This is an optimization exercise on Yosys and OpenROAD, whose aim is small area and a short achievable clock period, not a production implementation. In this exercise RTL edits were held to simulation tests only and were not proved equivalent to the original. No activity file was given, so power comes from the tool's default toggle rates.

**config.mk**
```make
export PLATFORM = sky130hd
export DESIGN_NAME = pipeline_processor
export DESIGN_NICKNAME = pipeline_processor
export VERILOG_FILES = /design/flow/design.v
export SDC_FILE = /design/flow/constraint.sdc
export NUM_CORES = 4
export LEC_CHECK = 0
export CAP_MARGIN = 20
export CORE_MARGIN = 2
export CORE_UTILIZATION = 40
export SLEW_MARGIN = 20
```
**constraint.sdc**
```tcl
create_clock -name core_clock -period 6.0 [get_ports {clk}]
set_input_delay 1.2000 -clock core_clock [delete_from_list [all_inputs] [get_ports {clk}]]
set_output_delay 1.2000 -clock core_clock [all_outputs]
set_load 0.01 [all_outputs]
```
**design.v**
```verilog
`timescale 1ns / 1ps
module IF_ID_Register(
    clk,
    rst,
    pc_incr4_IF,
    inst_IF,
    pc_incr4_ID,
    inst_ID  
);
    input clk;
    input rst;
    input [31 : 0] pc_incr4_IF;
    input [31 : 0] inst_IF;
    output reg [31 : 0] pc_incr4_ID;
    output reg [31 : 0] inst_ID;
    always @(posedge clk or posedge rst) begin
        if(rst) begin
            pc_incr4_ID <= 32'd0;
            inst_ID <= 32'd0;
        end
        else begin
            pc_incr4_ID <= pc_incr4_IF;
            inst_ID <= inst_IF;
        end
    end
endmodule
`timescale 1ns / 1ps
module ID_EX_Register(
    clk,
    rst,
    reg_dst_ID,
    write_regf_ID,
    alu_src_ID,
    aluop_ID,
    write_dmem_ID,
    read_dmem_ID,
    mem_to_reg_ID,
    is_branch_ID,
    reg_dst_EX,
    write_regf_EX,
    alu_src_EX,
    aluop_EX,
    write_dmem_EX,
    read_dmem_EX,
    mem_to_reg_EX,
    is_branch_EX,
    pc_incr4_ID,
    regf_rdata1_ID,
    regf_rdata2_ID,
    imm_signed_ID,
    rt_ID,
    rd_ID,
    pc_incr4_EX,
    regf_rdata1_EX,
    regf_rdata2_EX,
    imm_signed_EX,
    rt_EX,
    rd_EX
);
    input clk;
    input rst;
    input reg_dst_ID;
    input write_regf_ID;
    input alu_src_ID;
    input [2:0] aluop_ID;
    input write_dmem_ID;
    input read_dmem_ID;
    input mem_to_reg_ID;
    input is_branch_ID;
    output reg reg_dst_EX;
    output reg write_regf_EX;
    output reg alu_src_EX;
    output reg [2:0] aluop_EX;
    output reg write_dmem_EX;
    output reg read_dmem_EX;
    output reg mem_to_reg_EX;
    output reg is_branch_EX;
    input [31:0] pc_incr4_ID;
    input [31:0] regf_rdata1_ID;
    input [31:0] regf_rdata2_ID;
    input [31:0] imm_signed_ID;
    input [4:0] rt_ID;
    input [4:0] rd_ID;
    output reg [31:0] pc_incr4_EX;
    output reg [31:0] regf_rdata1_EX;
    output reg [31:0] regf_rdata2_EX;
    output reg [31:0] imm_signed_EX;
    output reg [4:0] rt_EX;
    output reg [4:0] rd_EX;
    always @(posedge clk or posedge rst) begin
        if(rst) begin
            reg_dst_EX <= 1'b0;
            write_regf_EX <= 1'b0;
            alu_src_EX <= 1'b0;
            aluop_EX <= 3'b000;
            write_dmem_EX <= 1'b0;
            read_dmem_EX <= 1'b0;
            mem_to_reg_EX <= 1'b0;
            is_branch_EX <= 1'b0;
            pc_incr4_EX <= 32'd0;
            regf_rdata1_EX <= 32'd0;
            regf_rdata2_EX <= 32'd0;
            imm_signed_EX <= 32'd0;
            rt_EX <= 5'd0;
            rd_EX <= 5'd0;
        end
        else begin 
            reg_dst_EX <= reg_dst_ID;
            write_regf_EX <= write_regf_ID;
            alu_src_EX <= alu_src_ID;
            aluop_EX <= aluop_ID;
            write_dmem_EX <= write_dmem_ID;
            read_dmem_EX <= read_dmem_ID;
            mem_to_reg_EX <= mem_to_reg_ID;
            is_branch_EX <= is_branch_ID;
            pc_incr4_EX <= pc_incr4_ID;
            regf_rdata1_EX <= regf_rdata1_ID;
            regf_rdata2_EX <= regf_rdata2_ID;
            imm_signed_EX <= imm_signed_ID;
            rt_EX <= rt_ID;
            rd_EX <= rd_ID;
        end
    end
endmodule
`timescale 1ns / 1ps
module EX_MEM_Register(
    clk,
    rst,
    zero_EX,
    write_regf_EX,
    write_dmem_EX,
    read_dmem_EX,
    mem_to_reg_EX,
    is_branch_EX,
    zero_MEM,
    write_regf_MEM,
    write_dmem_MEM,
    read_dmem_MEM,
    mem_to_reg_MEM,
    is_branch_MEM,
    pc_temp_EX,
    alu_result_EX,
    regf_rdata2_EX,
    waddr_regf_EX,
    pc_temp_MEM,
    alu_result_MEM,
    regf_rdata2_MEM,
    waddr_regf_MEM
    );
    input clk;
    input rst;
    input zero_EX;
    input write_regf_EX;
    input write_dmem_EX;
    input read_dmem_EX;
    input mem_to_reg_EX;
    input is_branch_EX;
    output reg zero_MEM;
    output reg write_regf_MEM;
    output reg write_dmem_MEM;
    output reg read_dmem_MEM;
    output reg mem_to_reg_MEM;
    output reg is_branch_MEM;
    input [31:0] pc_temp_EX;
    input [31:0] alu_result_EX;
    input [31:0] regf_rdata2_EX;
    input [4:0] waddr_regf_EX;
    output reg [31:0] pc_temp_MEM;
    output reg [31:0] alu_result_MEM;
    output reg [31:0] regf_rdata2_MEM;
    output reg [4:0] waddr_regf_MEM;
    always @(posedge clk or posedge rst) begin
        if(rst) begin
            zero_MEM <= 1'b0;
            write_regf_MEM <= 1'b0;
            write_dmem_MEM <= 1'b0;
            read_dmem_MEM <= 1'b0;
            mem_to_reg_MEM <= 1'b0;
            is_branch_MEM <= 1'b0;
            pc_temp_MEM <= 32'd0;
            alu_result_MEM <= 32'd0;
            regf_rdata2_MEM <= 32'd0;
            waddr_regf_MEM <= 5'd0;
        end
        else begin 
            zero_MEM <= zero_EX;
            write_regf_MEM <= write_regf_EX;
            write_dmem_MEM <= write_dmem_EX;
            read_dmem_MEM <= read_dmem_EX;
            mem_to_reg_MEM <= mem_to_reg_EX;
            is_branch_MEM <= is_branch_EX;
            pc_temp_MEM <= pc_temp_EX;
            alu_result_MEM <= alu_result_EX;
            regf_rdata2_MEM <= regf_rdata2_EX;
            waddr_regf_MEM <= waddr_regf_EX;
        end
    end
endmodule
`timescale 1ns / 1ps
module MEM_WB_Register(
    clk,
    rst,
    write_regf_MEM,
    mem_to_reg_MEM,
    write_regf_WB,
    mem_to_reg_WB,
    dmem_rdata_MEM,
    alu_result_MEM,
    waddr_regf_MEM,
    dmem_rdata_WB,
    alu_result_WB,
    waddr_regf_WB
    );
    input clk;
    input rst;
    input write_regf_MEM;
    input mem_to_reg_MEM;
    output reg write_regf_WB;
    output reg mem_to_reg_WB;
    input [31:0] dmem_rdata_MEM;
    input [31:0] alu_result_MEM;
    input [4:0] waddr_regf_MEM;
    output reg [31:0] dmem_rdata_WB;
    output reg [31:0] alu_result_WB;
    output reg [4:0] waddr_regf_WB;
    always @(posedge clk or posedge rst) begin
        if(rst) begin
            write_regf_WB <= 1'b0;
            mem_to_reg_WB <= 1'b0;
            dmem_rdata_WB <= 32'd0;
            alu_result_WB <= 32'd0;
            waddr_regf_WB <= 32'd0;
        end
        else begin 
            write_regf_WB <= write_regf_MEM;
            mem_to_reg_WB <= mem_to_reg_MEM;
            dmem_rdata_WB <= dmem_rdata_MEM;
            alu_result_WB <= alu_result_MEM;
            waddr_regf_WB <= waddr_regf_MEM;
        end
    end
endmodule
`timescale 1ns / 1ps
module pipeline_processor(
clk,
rst,
prg_data,
dmem_rdata,
prg_addr,
raddr_dmem,
waddr_dmem,
wdata_dmem,
write_dmem,
read_dmem
);
parameter R_OP =  6'b00_0000;
parameter LW_OP =  6'b10_0011 ;
parameter SW_OP =  6'b10_1011;
parameter BEQ_OP =  6'b00_0100;
parameter ADDI_OP =  6'b00_1000;
parameter LUI_OP = 6'b00_1111;
parameter ADD_FUNC = 6'b10_0000;
parameter SUB_FUNC =  6'b10_0010;
parameter AND_FUNC =  6'b10_0100;
parameter OR_FUNC =  6'b10_0101;
parameter SLT_FUNC =  6'b10_1010;
input clk;  
input rst;  
input [31:0] prg_data;
input [31:0] dmem_rdata;  
output [31:0] prg_addr;
output [31:0] raddr_dmem; 
output [31:0] waddr_dmem; 
output [31:0] wdata_dmem; 
output write_dmem; 
output read_dmem; 
wire [31:0] inst;  
wire [31:0] inst_ID;
reg [31:0] regf [0:31];  
wire [4:0] raddr1_regf;
wire [4:0] raddr2_regf;
wire [4:0] waddr_regf;
wire [4:0] waddr_regf_MEM;
wire [4:0] waddr_regf_WB;
wire [31:0] wdata_regf;
reg [31:0] regf_rdata1;
wire [31:0] regf_rdata1_EX;
reg [31:0] regf_rdata2;
wire [31:0] regf_rdata2_EX;
wire [31:0] regf_rdata2_MEM;
reg write_regf;
wire write_regf_EX;
wire write_regf_MEM;
wire write_regf_WB;
wire [31:0] raddr_dmem;
wire [31:0] waddr_dmem;
wire [31:0] wdata_dmem;
wire [31:0] dmem_rdata;
wire [31:0] dmem_rdata_WB;
wire write_dmem;
reg write_dmem_ID;
wire write_dmem_EX;
wire write_dmem_MEM;
wire read_dmem;
reg read_dmem_ID;
wire read_dmem_EX;
wire read_dmem_MEM;
reg [2:0] aluop;
wire [2:0] aluop_EX;
wire [31:0] op1_alu;
wire [31:0] op2_alu;
reg [31:0] alu_result;
wire [31:0] alu_result_MEM;
wire [31:0] alu_result_WB;
reg zero;
wire zero_MEM;
reg [31:0] pc;
wire [31:0] pc_incr4;
wire [31:0] pc_incr4_ID;
wire [31:0] pc_incr4_EX;
wire [31:0] pc_temp;
wire [31:0] pc_temp_MEM;
wire [5:0] op;
wire [5:0] func;
wire [4:0] rs;
wire [4:0] rt;
wire [4:0] rt_EX;
wire [4:0] rd;
wire [4:0] rd_EX;
wire [15:0] imm;
wire [31:0] imm_signed;
wire [31:0] imm_signed_EX;
reg alu_src;
wire alu_src_EX;
reg reg_dst;
wire reg_dst_EX;
reg mem_to_reg;
wire mem_to_reg_EX;
wire mem_to_reg_MEM;
wire mem_to_reg_WB;
wire pc_src;
reg is_branch;
wire is_branch_EX;
wire is_branch_MEM;
IF_ID_Register pipelined_if_reg(
    .clk(clk),
    .rst(rst),
    .pc_incr4_IF(pc_incr4),
    .inst_IF(inst),
    .pc_incr4_ID(pc_incr4_ID),
    .inst_ID(inst_ID)  
);
ID_EX_Register pipelined_id_reg(
    .clk(clk),
    .rst(rst),
    .reg_dst_ID(reg_dst),
    .write_regf_ID(write_regf),
    .alu_src_ID(alu_src),
    .aluop_ID(aluop),
    .write_dmem_ID(write_dmem_ID),
    .read_dmem_ID(read_dmem_ID),
    .mem_to_reg_ID(mem_to_reg),
    .is_branch_ID(is_branch),
    .reg_dst_EX(reg_dst_EX),
    .write_regf_EX(write_regf_EX),
    .alu_src_EX(alu_src_EX),
    .aluop_EX(aluop_EX),
    .write_dmem_EX(write_dmem_EX),
    .read_dmem_EX(read_dmem_EX),
    .mem_to_reg_EX(mem_to_reg_EX),
    .is_branch_EX(is_branch_EX),
    .pc_incr4_ID(pc_incr4_ID),
    .regf_rdata1_ID(regf_rdata1),
    .regf_rdata2_ID(regf_rdata2),
    .imm_signed_ID(imm_signed),
    .rt_ID(rt),
    .rd_ID(rd),
    .pc_incr4_EX(pc_incr4_EX),
    .regf_rdata1_EX(regf_rdata1_EX),
    .regf_rdata2_EX(regf_rdata2_EX),
    .imm_signed_EX(imm_signed_EX),
    .rt_EX(rt_EX),
    .rd_EX(rd_EX)
);
EX_MEM_Register pipelined_mem_reg(
    .clk(clk),
    .rst(rst),
    .zero_EX(zero),
    .write_regf_EX(write_regf_EX),
    .write_dmem_EX(write_dmem_EX),
    .read_dmem_EX(read_dmem_EX),
    .mem_to_reg_EX(mem_to_reg_EX),
    .is_branch_EX(is_branch_EX),
    .zero_MEM(zero_MEM),
    .write_regf_MEM(write_regf_MEM),
    .write_dmem_MEM(write_dmem_MEM),
    .read_dmem_MEM(read_dmem_MEM),
    .mem_to_reg_MEM(mem_to_reg_MEM),
    .is_branch_MEM(is_branch_MEM),
    .pc_temp_EX(pc_temp),
    .alu_result_EX(alu_result),
    .regf_rdata2_EX(regf_rdata2_EX),
    .waddr_regf_EX(waddr_regf),
    .pc_temp_MEM(pc_temp_MEM),
    .alu_result_MEM(alu_result_MEM),
    .regf_rdata2_MEM(regf_rdata2_MEM),
    .waddr_regf_MEM(waddr_regf_MEM)
);
MEM_WB_Register pipelined_wb_reg(
    .clk(clk),
    .rst(rst),
    .write_regf_MEM(write_regf_MEM),
    .mem_to_reg_MEM(mem_to_reg_MEM),
    .write_regf_WB(write_regf_WB),
    .mem_to_reg_WB(mem_to_reg_WB),
    .dmem_rdata_MEM(dmem_rdata),
    .alu_result_MEM(alu_result_MEM),
    .waddr_regf_MEM(waddr_regf_MEM),
    .dmem_rdata_WB(dmem_rdata_WB),
    .alu_result_WB(alu_result_WB),
    .waddr_regf_WB(waddr_regf_WB)
);
always @(posedge clk) begin
    if(write_regf_WB && waddr_regf_WB != 0) begin
        regf[waddr_regf_WB] <= wdata_regf;
    end
end
always @(*) begin
    regf_rdata1 = (raddr1_regf == 0) ? 32'd0 :
                  (write_regf_WB && waddr_regf_WB == raddr1_regf) ? wdata_regf : regf[raddr1_regf];
    regf_rdata2 = (raddr2_regf == 0) ? 32'd0 :
                  (write_regf_WB && waddr_regf_WB == raddr2_regf) ? wdata_regf : regf[raddr2_regf];
end
assign raddr_dmem = alu_result_MEM;
assign waddr_dmem = alu_result_MEM;
assign wdata_dmem = regf_rdata2_MEM;
assign write_dmem = write_dmem_MEM;
assign read_dmem = read_dmem_MEM;
always @(*) begin
    casex (aluop_EX)
        3'b000: alu_result = op1_alu & op2_alu;
        3'b001: alu_result = op1_alu | op2_alu;
        3'b010: alu_result = op1_alu + op2_alu;
        3'b011: alu_result = op2_alu << 16;      
        3'b110: alu_result = op1_alu - op2_alu;
        3'b111: alu_result = $signed(op1_alu) < $signed(op2_alu);
        default: alu_result = 0;	
    endcase
    zero = (alu_result == 32'd0) ? 1'b1 : 1'b0;
end
assign inst = prg_data;
assign op = inst_ID[31:26];
assign func = inst_ID[5:0];
assign rs = inst_ID[25:21];
assign rt = inst_ID[20:16];
assign rd = inst_ID[15:11];
assign imm = inst_ID[15:0];
assign imm_signed = {{16{imm[15]}},imm[15:0]};
assign raddr1_regf = rs;
assign raddr2_regf = rt;
assign wdata_regf = (mem_to_reg_WB) ? dmem_rdata_WB : alu_result_WB;
assign waddr_regf = (reg_dst_EX) ? rd_EX : rt_EX;
assign op1_alu = regf_rdata1_EX;
assign op2_alu = (alu_src_EX) ? imm_signed_EX : regf_rdata2_EX;
assign pc_src = (zero_MEM && is_branch_MEM) ? 1'b1 : 1'b0;
assign prg_addr = pc;
assign pc_incr4 = pc + 4;
assign pc_temp = pc_incr4_EX + (imm_signed_EX << 2);
always @(posedge clk or posedge rst) begin
    if(rst) begin
        pc <= 0;
    end
    else begin
        pc <= (pc_src) ? pc_temp_MEM : pc_incr4;
    end
end
always @(*) begin
    case(op)
        R_OP:       
            case(func)
                ADD_FUNC: {reg_dst, write_regf, alu_src, aluop, write_dmem_ID, read_dmem_ID, mem_to_reg, is_branch} = 10'b1100100000;  
                SUB_FUNC: {reg_dst, write_regf, alu_src, aluop, write_dmem_ID, read_dmem_ID, mem_to_reg, is_branch} = 10'b1101100000;  
                AND_FUNC: {reg_dst, write_regf, alu_src, aluop, write_dmem_ID, read_dmem_ID, mem_to_reg, is_branch} = 10'b1100000000;  
                OR_FUNC: {reg_dst, write_regf, alu_src, aluop, write_dmem_ID, read_dmem_ID, mem_to_reg, is_branch} = 10'b1100010000;  
                SLT_FUNC: {reg_dst, write_regf, alu_src, aluop, write_dmem_ID, read_dmem_ID, mem_to_reg, is_branch} = 10'b1101110000;  
                default: {reg_dst, write_regf, alu_src, aluop, write_dmem_ID, read_dmem_ID, mem_to_reg, is_branch} = 10'b0000000000;
            endcase
        LW_OP: {reg_dst, write_regf, alu_src, aluop, write_dmem_ID, read_dmem_ID, mem_to_reg, is_branch} = 10'b0110100110;  
        SW_OP: {reg_dst, write_regf, alu_src, aluop, write_dmem_ID, read_dmem_ID, mem_to_reg, is_branch} = 10'b0010101000;  
        BEQ_OP: {reg_dst, write_regf, alu_src, aluop, write_dmem_ID, read_dmem_ID, mem_to_reg, is_branch} = 10'b0001100001;  
        ADDI_OP: {reg_dst, write_regf, alu_src, aluop, write_dmem_ID, read_dmem_ID, mem_to_reg, is_branch} = 10'b0110100000;  
        LUI_OP: {reg_dst, write_regf, alu_src, aluop, write_dmem_ID, read_dmem_ID, mem_to_reg, is_branch} = 10'b0110110000;  
        default: {reg_dst, write_regf, alu_src, aluop, write_dmem_ID, read_dmem_ID, mem_to_reg, is_branch} = 10'b0000000000;
    endcase
end
endmodule
```
**run.sh**
```bash
#!/bin/bash
# synth_recipe.tcl (not shown) runs the flow's synth.tcl, then flattens the netlist and writes it again
# the make line also repeats each setting of config.mk as NAME=value (left out here)
make -C /OpenROAD-flow-scripts/flow DESIGN_CONFIG=/design/flow/config.mk WORK_HOME=/design/flow/orfs CLKGATE_MAP_FILE= SYNTH_SCRIPT=/design/flow/synth_recipe.tcl finish
```
==> summary.txt <==
==> layer usage <==
layer,global-route usage (%),vias up
li1,-,16000
met1,33.5,20600
met2,39.2,1825
met3,3.84,357
met4,8.89,4
met5,0,-
==> worst paths after layout <==
kind,from,endpoint,slack (ns),cells past startpoint
worst max register to register,pipelined_id_reg.alu_src_EX,pipelined_mem_reg.zero_MEM,0.58,14
worst min-delay path,pipelined_if_reg.pc_incr4_ID[18],pipelined_id_reg.pc_incr4_EX[18],0.34,0
worst max-delay path,pipelined_id_reg.alu_src_EX,pipelined_mem_reg.zero_MEM,0.58,14
min in group asynchronous,rst,pipelined_wb_reg.alu_result_WB[5],0.91,2
max in group asynchronous,rst,pipelined_if_reg.inst_ID[20],3.85,3
worst min register to register,pipelined_if_reg.pc_incr4_ID[18],pipelined_id_reg.pc_incr4_EX[18],0.34,0
==> placed cells by master, fill, tap and decap left out, types with 24 or more instances in the layout <==
master           netlist  layout
nor2_4                 0      33
clkinv_2               0      24
ha_1                 129     129
xor2_1                26      26
clkbuf_16              0     157
nand2_1               64      64
inv_1                135     134
edfxtp_1            1024    1024
mux4_2               598     598
dfrtp_1              399     387
clkbuf_1             158      40
mux2_2                52      52
buf_4                 35      92
nor2b_1               70      70
a21oi_1              153     153
conb_1                 1      32
a21o_1                29      29
xnor2_1               66      66
a211oi_1             135     135
clkdlybuf4s50_1        0     195
o21ai_0               56      56
nor2_1               192     158
mux2i_1              144     144
nand3_1               37      37
==> sequential cells by signal, summed over array words and instances, names as in the netlist, 5 cells and up <==
signal	count
pipelined_wb_reg.waddr_regf_WB	5
pipelined_id_reg.rd_EX	5
pipelined_wb_reg.alu_result_WB	32
pipelined_id_reg.rt_EX	5
pipelined_mem_reg.alu_result_MEM	32
pipelined_id_reg.pc_incr4_EX	32
pipelined_mem_reg.pc_temp_MEM	32
pipelined_id_reg.regf_rdata1_EX	32
pipelined_id_reg.imm_signed_EX	11
pipelined_wb_reg.dmem_rdata_WB	32
pipelined_mem_reg.regf_rdata2_MEM	32
pipelined_if_reg.pc_incr4_ID	32
pc	32
pipelined_mem_reg.waddr_regf_MEM	5
pipelined_if_reg.inst_ID	32
regf	1024
pipelined_id_reg.regf_rdata2_EX	32
==> cells by family (layout without fill, tap and decap cells) <==
group                      after synthesis  in the layout
AOI/OAI and AO/OA                      530            530
xor gates and xnor gates                92             92
adders and majority gates              132            132
buffers and inverters                  422            720
DFF                                   1423           1423
muxes                                  794            794
other                                    1             37
and+or+nand+nor                        492            492
==> per-stage QoR <==
stage / hold WS [ns] / utilization [%]
2_1_floorplan: 0.331 / -
3_3_place_gp: 0.332 / 43.3
3_5_place_dp: 0.335 / 43.3
4_1_cts: 0.340 / 46.4
5_1_grt: 0.345 / 46.4
6_report: 0.341 / 46.4
==> power groups by stage <==
stage          clock network [mW]  registers [mW]  logic [mW]
4_1_cts                      9.72            11.6        3.50
3_5_place_dp                    0            11.8        3.49
5_1_grt                      10.1            11.6        3.79
2_1_floorplan                   0            11.6        2.26
6_report                     9.55            11.6        3.53
3_3_place_gp                    0            11.8        3.49
==> layout make-up <==
cell class	count	area (um2)	share of cell area (%)
repair buffers	305	3010	3.94
diodes	5	12.5	0.0164
well taps	2189	2740	3.58
flip-flops and latches	1423	40800	53.3
clock buffers	214	4310	5.64
inverters	139	526	0.687
multi-input cells	2072	24400	31.9
clock inverters	62	749	0.980
==> worst reg2reg max path, cell delays in order, from the launching register on <==
cell and delay [ns]:
dfrtp_1 0.32, buf_4 0.33, mux2i_1 0.77, ha_1 0.47, or4_4 0.58, a2111oi_4 0.20
nand2b_4 0.23, or2_1 0.15, xnor2_1 0.13, o221ai_1 0.19, or4_1 0.55, or4_1 0.55
nor4_1 0.40, nand4b_1 0.17, nor4b_2 0.27
==> summary.md <==
| Metric | Value |
|---|---|
| Synth top area cells | `edfxtp_1, mux4_2, dfrtp_1` |
| Area delta synth->final | `15.1%` |
| Post-synth top flop | `edfxtp_1` |
| Fill count | `about 14,000` |
| Vias in the first global route | `slightly below 40,000` |
| Clock Path Buffers | `3` |
| Die Ht | `~410 um` |
| Grt total ovfl | `0` |
| Chip width | `between 400 and 500 um` |
| WL final | `between 200 and 250 mm` |
| Syn Area/Cell | `17.1 um2` |
| Post-CTS Setup Inserts | `0` |
| Global-route wire length before repair | `roughly 290 mm` |
| Gp weighted congestion | `0.966` |
| Clk sinks | `~1,400` |
| Buffers added on ports | `around 200` |
| Hold buffer count at CTS | `0` |
| WL per Instance | `roughly 32 um` |
| All-Layer GR Usage | `between 20 and 25%` |
| Post-Route M1 WL | `83.3 mm` |
| Critical Path Fanout Max | `17` |
| Core Region | `approximately 0.16 mm2` |
| Register share of total power | `between 40 and 50%` |
| Worst path cell trace | `buf_4 -> mux2i_1 -> ha_1 -> or4_4 -> a2111oi_4 -> nand2b_4 -> or2_1 -> xnor2_1 -> o221ai_1 -> or4_1 -> or4_1 -> nor4_1 -> nand4b_1 -> nor4b_2` |
| Relative slew slack | `between 20% and 30%` |
| Vias per Instance | `6.06` |
| Seq/Total Area, Yosys | `61.3%` |
| WL met2 | `between 90 and 100 mm` |
| H-tree levels | `4` |
| Largest area contributor in the netlist | `edfxtp_1` |
| RSZ-0062 raised after global routing | `no` |
| Status | `finished clean` |
| Comb power frac | `roughly 14%` |
| Actual slew at the worst max-slew pin | `1.12 ns` |
| Post-Layout Cell Count | `6,409` |
| Setup tns final | `0 ns` |
| Ys Warns | `5` |
| Post-Synth Simple-Gate Area | `3.68%` |
| Cts bufs inserted | `150` |
| Initial Utilization | `about 40%` |
| Final Max Slew Viols | `0` |
| P per Cell Area | `approximately 320 mW/mm2` |
| Met3 WL | `16.0 mm` |
| Initial DRC count | `4,745` |
| Initial antenna violation count | `11` |
| Yosys cell types | `86` |
| Worst path bufs/invs | `1` |
| P_sw | `about 6.4 mW` |
| Compound-gate portion of the synthesized area | `about 5.4%` |
| Internal | `~18 mW` |
| Top cell type's share of synthesized area | `between 40% and 50%` |
| Most common cell on crit path | `or4_1` |
| Die Area | `~0.17 mm2` |
| Sw Ratio | `26.0%` |
| First-pass detailed-route iteration total | `5` |
| Post-Synth XOR/XNOR Area | `1.21%` |
| Pin count of the biggest net entering global routing | `about 110` |
| Root Buffer | `clkbuf_16` |
| # DRC | `0` |
| Clock-pin slew on the worst setup and hold paths | `about 0.070 ns` |
| CP Capture Type | `flop` |
| Setup ws final | `0.581 ns` |
| Mux cell area share after synthesis | `a little under a quarter` |
| Design Power | `24.6 mW` |
| Syn Inst Count | `~3,900` |
| Routed vias | `~39,000` |
| F_max | `185 MHz` |
| Placed inst area | `between 0.07 and 0.08 mm2` |
| HP Class | `reg -> reg` |
| Maximum vdd drop | `about 0.29 mV` |
| #FFs+latches synth | `around 1,400` |
| Mapped Area | `0.0665 mm2` |
| Commonest cells in the netlist | `edfxtp_1, mux4_2, dfrtp_1, nor2_1, clkbuf_1` |
| Most common cell in the netlist | `edfxtp_1` |
| Layout cells sized above 1 | `between 20% and 30%` |
| DP Worst Slack | `approximately 0.64 ns` |
| Placed Cells | `6,128` |
| HPWL Detailed | `128 mm` |
| IO Count | `roughly 200` |
| Post-DRT Antenna Nets | `0` |
| Type of origin of the critical path | `flop` |
| Post-CTS sizing | `0` |
| CP peak stage delay | `between 0.7 and 0.8 ns` |
| Final nets | `around 4,300` |
| Clk network pwr share | `between 30% and 40%` |
| Top sig layer | `met5` |
| Max Cap Viol | `0` |
| CP top delay family | `simple AND/OR/NAND/NOR gates` |
| Leak Pwr | `~27 nW` |
| # setup viols final | `0` |
| Clock latency on the worst-skew pair | `about 0.80 ns` |
| Skew final | `roughly 0.028 ns` |
| Fin crit share | `roughly 90%` |
| CTS tree | `yes` |
| Fin crit period | `5.42 ns` |
| Hold Vio Cnt, Final | `0` |
| Main combinational cell family by area after synthesis | `multiplexers` |
| WS Path Type | `reg -> reg` |
| Slowest-stage cell, CP | `mux2i_1` |
| Ys async rst share | `around 28%` |
| WP data required | `6.69 ns` |
| EDFF count, synth | `roughly 1,000` |
| Adder-Cell Fraction of Synth Area | `~2.5%` |
| Cell row count | `~150` |
| Design area | `0.0765 mm2` |
| Arr. time, crit path | `6.11 ns` |

## afterwards: timing with drivers on the ports
The results above use ideal ports. As a check the final layout listed here was re-extracted and re-timed, cells and wires unchanged.
Step 1 assumes that a clkbuf_16 drives the clock port and a buf_2 every other input.
Step 2 adds t to the input delays and takes it off the output delays; t is the mean of the earliest and latest rising clock arrival at the registers after step 1. Input paths then give back, and output paths get back, about the clock's delay inside the block.
Three values: ideal, step 1, step 2; two values: the first two.
shift t [ns]: 0.877
setup slack, ns: 0.581 / 0.581 / 0.581
hold WS [ns]: 0.341 / 0.341 / 0.341
clock arrival spread, ns: 0.030 / 0.029
After both steps this run still meets setup and hold. The setup slack of this run moves by 0.000 ns with the drivers and by 0.000 ns with both steps.
